This design comes from an exercise in tuning for small area on the open sky130 flow, not from production work. Only simulation tests tie the RTL to the original design; equivalence was not proved. The flow treats the clock pin as an ideal source, which a real chip does not have. Power is estimated from default activity; no workload was simulated.

run 1:
// directconnection
module directconnection(
	input wire clk,
	input wire reset,
	input wire [7:0] sw,
	input wire [4:0] btn,
	output wire [7:0] Led,
	output wire [7:0] seg,
	output wire [3:0] an
	);
	wire add;    
	wire sub;
	wire mul;
	wire div;
	wire rst;
	assign Led = sw;
	ButtonDebounce add_button_debounce(.clk(clk), .reset(reset), .sig(btn[0]), .pnext(add));
	ButtonDebounce sub_button_debounce(.clk(clk), .reset(reset), .sig(btn[4]), .pnext(sub));
	ButtonDebounce mul_button_debounce(.clk(clk), .reset(reset), .sig(btn[2]), .pnext(mul));
	ButtonDebounce div_button_debounce(.clk(clk), .reset(reset), .sig(btn[3]), .pnext(div));
	ButtonDebounce rst_button_debounce(.clk(clk), .reset(reset), .sig(btn[1]), .pnext(rst));
	reg [2:0] pend;
	reg [2:0] op;
	reg [6:0] inp;               
	reg [15:0] accn;             
	reg [6:0] rem;               
	wire [15:0] acc = ~accn;
	wire mulsel = op[2] & ~op[0];
	wire [6:0] m;
	assign m[0] = mulsel ? inp[0] : (op[2] | op[1] | ~op[0]);
	assign m[6:1] = {6{mulsel}} & inp[6:1];
	wire subsel = op[1] & op[0];
	wire [15:0] a = {{9{subsel}}, {7{op[1]}} & (inp ^ {7{op[0]}})};
	wire [15:0] p;
	MulAdd u_muladd(.x(acc), .m(m), .a(a), .cin(subsel), .p(p));
	wire pass1 = pend[2] & pend[0];    
	wire pass2 = op[2] & op[0];        
	wire [7:0] q8;
	wire [6:0] rout;
	DivBlock8 u_div(.r(rem), .n(pass2 ? acc[7:0] : p[15:8]), .d(pass2 ? inp : sw[6:0]),
	                .q(q8), .ro(rout));
	wire [15:0] val = {p[15:8], pass2 ? q8 : p[7:0]};    
	LedDriver Display(.clk(clk), .reset(reset), .value(val), .bcd(sw[7]), .SSEG_CA(seg), .SSEG_AN(an));
	always @(posedge clk) begin
		accn <= ~(pass1 ? {q8, p[7:0]} : val);
		rem <= {7{pass1}} & rout;
		inp <= sw[6:0];
		pend[2] <= ~reset & ~add & ~sub & (mul | div);
		pend[1] <= ~reset & (add | sub);
		pend[0] <= ~reset & ~add & (sub | (~mul & (div | rst)));
		op <= reset ? 3'b001 : pend;
	end
endmodule
Size: roughly 1000 cells after synthesis, roughly 160 flip-flops, about 35 I/O pins.
clock: 40.0 ns
lec_check: 0
abc_area: 1
cap_margin: 20
core_margin: 2
core_utilization: 40
slew_margin: 20
standard.sh (not shown) runs the stock make flow with config.mk's settings and CLKGATE_MAP_FILE= SYNTH_SCRIPT=/design/flow/synth_recipe.tcl, a recipe that flattens the netlist after the stock synthesis.
==> flow/flow/run.sh <==
#!/bin/bash
# Own layout flow: the standard ORFS flow (standard.sh) with
#  - synthesis: synth_recipe.tcl with Yosys synth run with -noabc and an
#    area-oriented ABC script for the combinational logic (flow/synth.tcl)
#  - CTS without dummy loads and with small clock buffers (clkbuf_4 leaves;
#    post_cts.tcl upsizes the leaves that would give slow clock edges)
#  - port buffers of the smallest buffer cell
# Each tool's output goes to a log file in this folder.
set -euo pipefail
W=$PWD
export OWN_WORK=$W
export OWN_ABC_SCRIPT=$W/flow/area.abc
CTS="-sink_clustering_enable -repair_clock_nets -dont_use_dummy_load -root_buf sky130_fd_sc_hd__clkbuf_8 -buf_list {sky130_fd_sc_hd__clkbuf_4}"
BUFP="-buffer_cell sky130_fd_sc_hd__buf_1"
export CTS_ARGS="$CTS"
export BUFFER_PORTS_ARGS="$BUFP"
export POST_CTS_TCL=$W/flow/post_cts.tcl
bash standard.sh SYNTH_SCRIPT=$W/flow/synth.tcl "CTS_ARGS=$CTS" "BUFFER_PORTS_ARGS=$BUFP" "POST_CTS_TCL=$W/flow/post_cts.tcl" finish > $W/orfs_make.log 2>&1
==> flow/flow/post_cts.tcl <==
# After CTS: a clock-tree leaf buffer (clkbuf_4) that drives many flip-flops
# would give them slow clock edges; upsize those to clkbuf_8.
estimate_parasitics -placement
set changed 0
foreach inst [get_cells clkbuf_*] {
  if {[get_property $inst ref_name] ne "sky130_fd_sc_hd__clkbuf_4"} { continue }
  set net [get_nets -of_objects [get_pins [get_name $inst]/X]]
  set mx 0.0
  set n 0
  foreach l [get_pins -of_objects $net -filter "direction == input"] {
    incr n
    set s [get_property $l slew_max]
    if {$s > $mx} { set mx $s }
  }
  set up [expr {$n >= 12 || $mx > 0.108}]
  puts "clock leaf [get_name $inst]: fanout $n, estimated slew [format %.3f $mx], upsize $up"
  if {$up} {
    replace_cell $inst sky130_fd_sc_hd__clkbuf_8
    incr changed
  }
}
if {$changed > 0} {
  detailed_placement
  check_placement -verbose
  estimate_parasitics -placement
}
==> flow/flow/synth.tcl <==
# The standard synthesis script (synth_recipe.tcl, read from the work
# folder) with three differences in the combinational logic only:
#  - Yosys's synth runs without its quick internal ABC pass (-noabc), so the
#    full adders extracted later keep the polarity the RTL gives them;
#  - only full adders are extracted (no half-adder cells, which are often
#    left with one output unused);
#  - the technology-mapping ABC call uses an area-oriented script.
# Registers, their names and cell types are those of the standard synthesis.
set f [open $::env(OWN_WORK)/synth_recipe.tcl r]
set synth_recipe [read $f]
close $f
set n0 [string length $synth_recipe]
set synth_recipe [string map {"yosys synth -nofsm -noshare " "yosys synth -nofsm -noshare -noabc "} $synth_recipe]
if {[string length $synth_recipe] == $n0} { error "synth_recipe.tcl has no synth line to change" }
proc abc {args} {
  set i [lsearch $args -script]
  if {$i >= 0} {
    set args [lreplace $args [expr {$i + 1}] [expr {$i + 1}] $::env(OWN_ABC_SCRIPT)]
  }
  yosys abc {*}$args
}
proc extract_fa {args} { yosys extract_fa -fa {*}$args }
eval $synth_recipe
Other scripts of this flow, unchanged in this note and not shown: flow/flow/area.abc
--- input diff run 1..run 2 ---
diff --git a/flow/flow/post_cts.tcl b/flow/flow/post_cts.tcl
--- a/flow/flow/post_cts.tcl
+++ b/flow/flow/post_cts.tcl
@@ -14,3 +14,3 @@
   }
-  set up [expr {$n >= 12 || $mx > 0.108}]
+  set up [expr {$n >= 12 || $mx > 0.100}]
   puts "clock leaf [get_name $inst]: fanout $n, estimated slew [format %.3f $mx], upsize $up"
diff --git a/flow/flow/synth.tcl b/flow/flow/synth.tcl
--- a/flow/flow/synth.tcl
+++ b/flow/flow/synth.tcl
@@ -1,7 +1,5 @@
 # The standard synthesis script (synth_recipe.tcl, read from the work
-# folder) with three differences in the combinational logic only:
+# folder) with two differences in the combinational logic only:
 #  - Yosys's synth runs without its quick internal ABC pass (-noabc), so the
 #    full adders extracted later keep the polarity the RTL gives them;
-#  - only full adders are extracted (no half-adder cells, which are often
-#    left with one output unused);
 #  - the technology-mapping ABC call uses an area-oriented script.
@@ -21,3 +19,2 @@
 }
-proc extract_fa {args} { yosys extract_fa -fa {*}$args }
 eval $synth_recipe
==> comparison <==
From run 1 to run 2 the numbers moved as follows: post-route core utilization lost 0.54 points; via count now smaller.
Run 2: PASS, flow complete, no timing, DRC or antenna violations
Lower setup slack goes to run 2 over run 1.
Run 2 against run 1: depth of the critical timing path with buffers and inverters included saw a decrease, global routing met2 resource utilization saw an increase, sequential share of layout area saw a decrease, maximum number of pins on one net before global-route repair saw a decrease, worst-case vdd ir drop saw an increase.
Run 2: amount of wire on met2 after detailed routing lower than run 1
Diff run 2..run 1 | share of final layout cell area taken by clock buffers and inverters | negligible
The inputs of run 3 differ from those of run 2 as listed below.
diff --git a/flow/flow/run.sh b/flow/flow/run.sh
--- a/flow/flow/run.sh
+++ b/flow/flow/run.sh
@@ -7,2 +7,5 @@
 #  - port buffers of the smallest buffer cell
+#  - timing-driven global placement keeps none of its trial buffering
+#    (GPL_KEEP_OVERFLOW=0), and floorplan only removes synthesis buffers
+#    (REMOVE_ABC_BUFFERS=1); later repair steps fix timing as usual
 # Each tool's output goes to a log file in this folder.
@@ -17,2 +20,4 @@
 export POST_CTS_TCL=$W/flow/post_cts.tcl
-bash standard.sh SYNTH_SCRIPT=$W/flow/synth.tcl "CTS_ARGS=$CTS" "BUFFER_PORTS_ARGS=$BUFP" "POST_CTS_TCL=$W/flow/post_cts.tcl" finish > $W/orfs_make.log 2>&1
+export GPL_KEEP_OVERFLOW=0
+export REMOVE_ABC_BUFFERS=1
+bash standard.sh SYNTH_SCRIPT=$W/flow/synth.tcl "CTS_ARGS=$CTS" "BUFFER_PORTS_ARGS=$BUFP" "POST_CTS_TCL=$W/flow/post_cts.tcl" GPL_KEEP_OVERFLOW=0 REMOVE_ABC_BUFFERS=1 finish > $W/orfs_make.log 2>&1
diff --git a/flow/flow/post_cts.tcl b/flow/flow/post_cts.tcl
--- a/flow/flow/post_cts.tcl
+++ b/flow/flow/post_cts.tcl
@@ -14,3 +14,3 @@
   }
-  set up [expr {$n >= 12 || $mx > 0.100}]
+  set up [expr {$n >= 12 || $mx > 0.108}]
   puts "clock leaf [get_name $inst]: fanout $n, estimated slew [format %.3f $mx], upsize $up"
diff --git a/flow/flow/synth.tcl b/flow/flow/synth.tcl
--- a/flow/flow/synth.tcl
+++ b/flow/flow/synth.tcl
@@ -1,5 +1,7 @@
 # The standard synthesis script (synth_recipe.tcl, read from the work
-# folder) with two differences in the combinational logic only:
+# folder) with three differences in the combinational logic only:
 #  - Yosys's synth runs without its quick internal ABC pass (-noabc), so the
 #    full adders extracted later keep the polarity the RTL gives them;
+#  - only full adders are extracted (no half-adder cells, which are often
+#    left with one output unused);
 #  - the technology-mapping ABC call uses an area-oriented script.
@@ -19,2 +21,3 @@
 }
+proc extract_fa {args} { yosys extract_fa -fa {*}$args }
 eval $synth_recipe
Notes after the runs:
- Diff run 2 -> run 3 | final critical path time including I/O delays and setup | increase of 0.062 ns
- Run 3 ended up with op[0] as its beginning of the critical path; run 2 ended up with op[2].
- Run 2 → run 3: design area -1.3%, number of detailed-route iterations in the first pass +3.

port drivers added, routing unchanged:
The flow's constraints put no driver on any port. The routed layouts listed below were extracted and timed again, unchanged, in two steps. Step 1 (the two cells are an assumption about what drives the block):
set clk [get_ports {clk}]
set_driving_cell -lib_cell sky130_fd_sc_hd__clkbuf_16 $clk
set_driving_cell -lib_cell sky130_fd_sc_hd__buf_2 [delete_from_list [all_inputs] $clk]
Step 2 moves the port delays by t, midway between the first and last clock arrival at a register: inputs arrive t later, outputs are due t later. That takes back most of the time a late clock gives input paths. Slacks: ideal / step 1 / step 2; pairs: ideal / step 1.
run | t (ns) | setup slack, ns | slew at the worst register clock pin (ns)
run 1 | 0.478 | 2.065 / 2.065 / 2.065 | 0.11 / 0.11
run 2 | 0.458 | 2.011 / 2.011 / 2.011 | 0.10 / 0.10
run 3 | 0.469 | 1.949 / 1.949 / 1.949 | 0.11 / 0.11
After both steps every run listed still meets setup and hold.
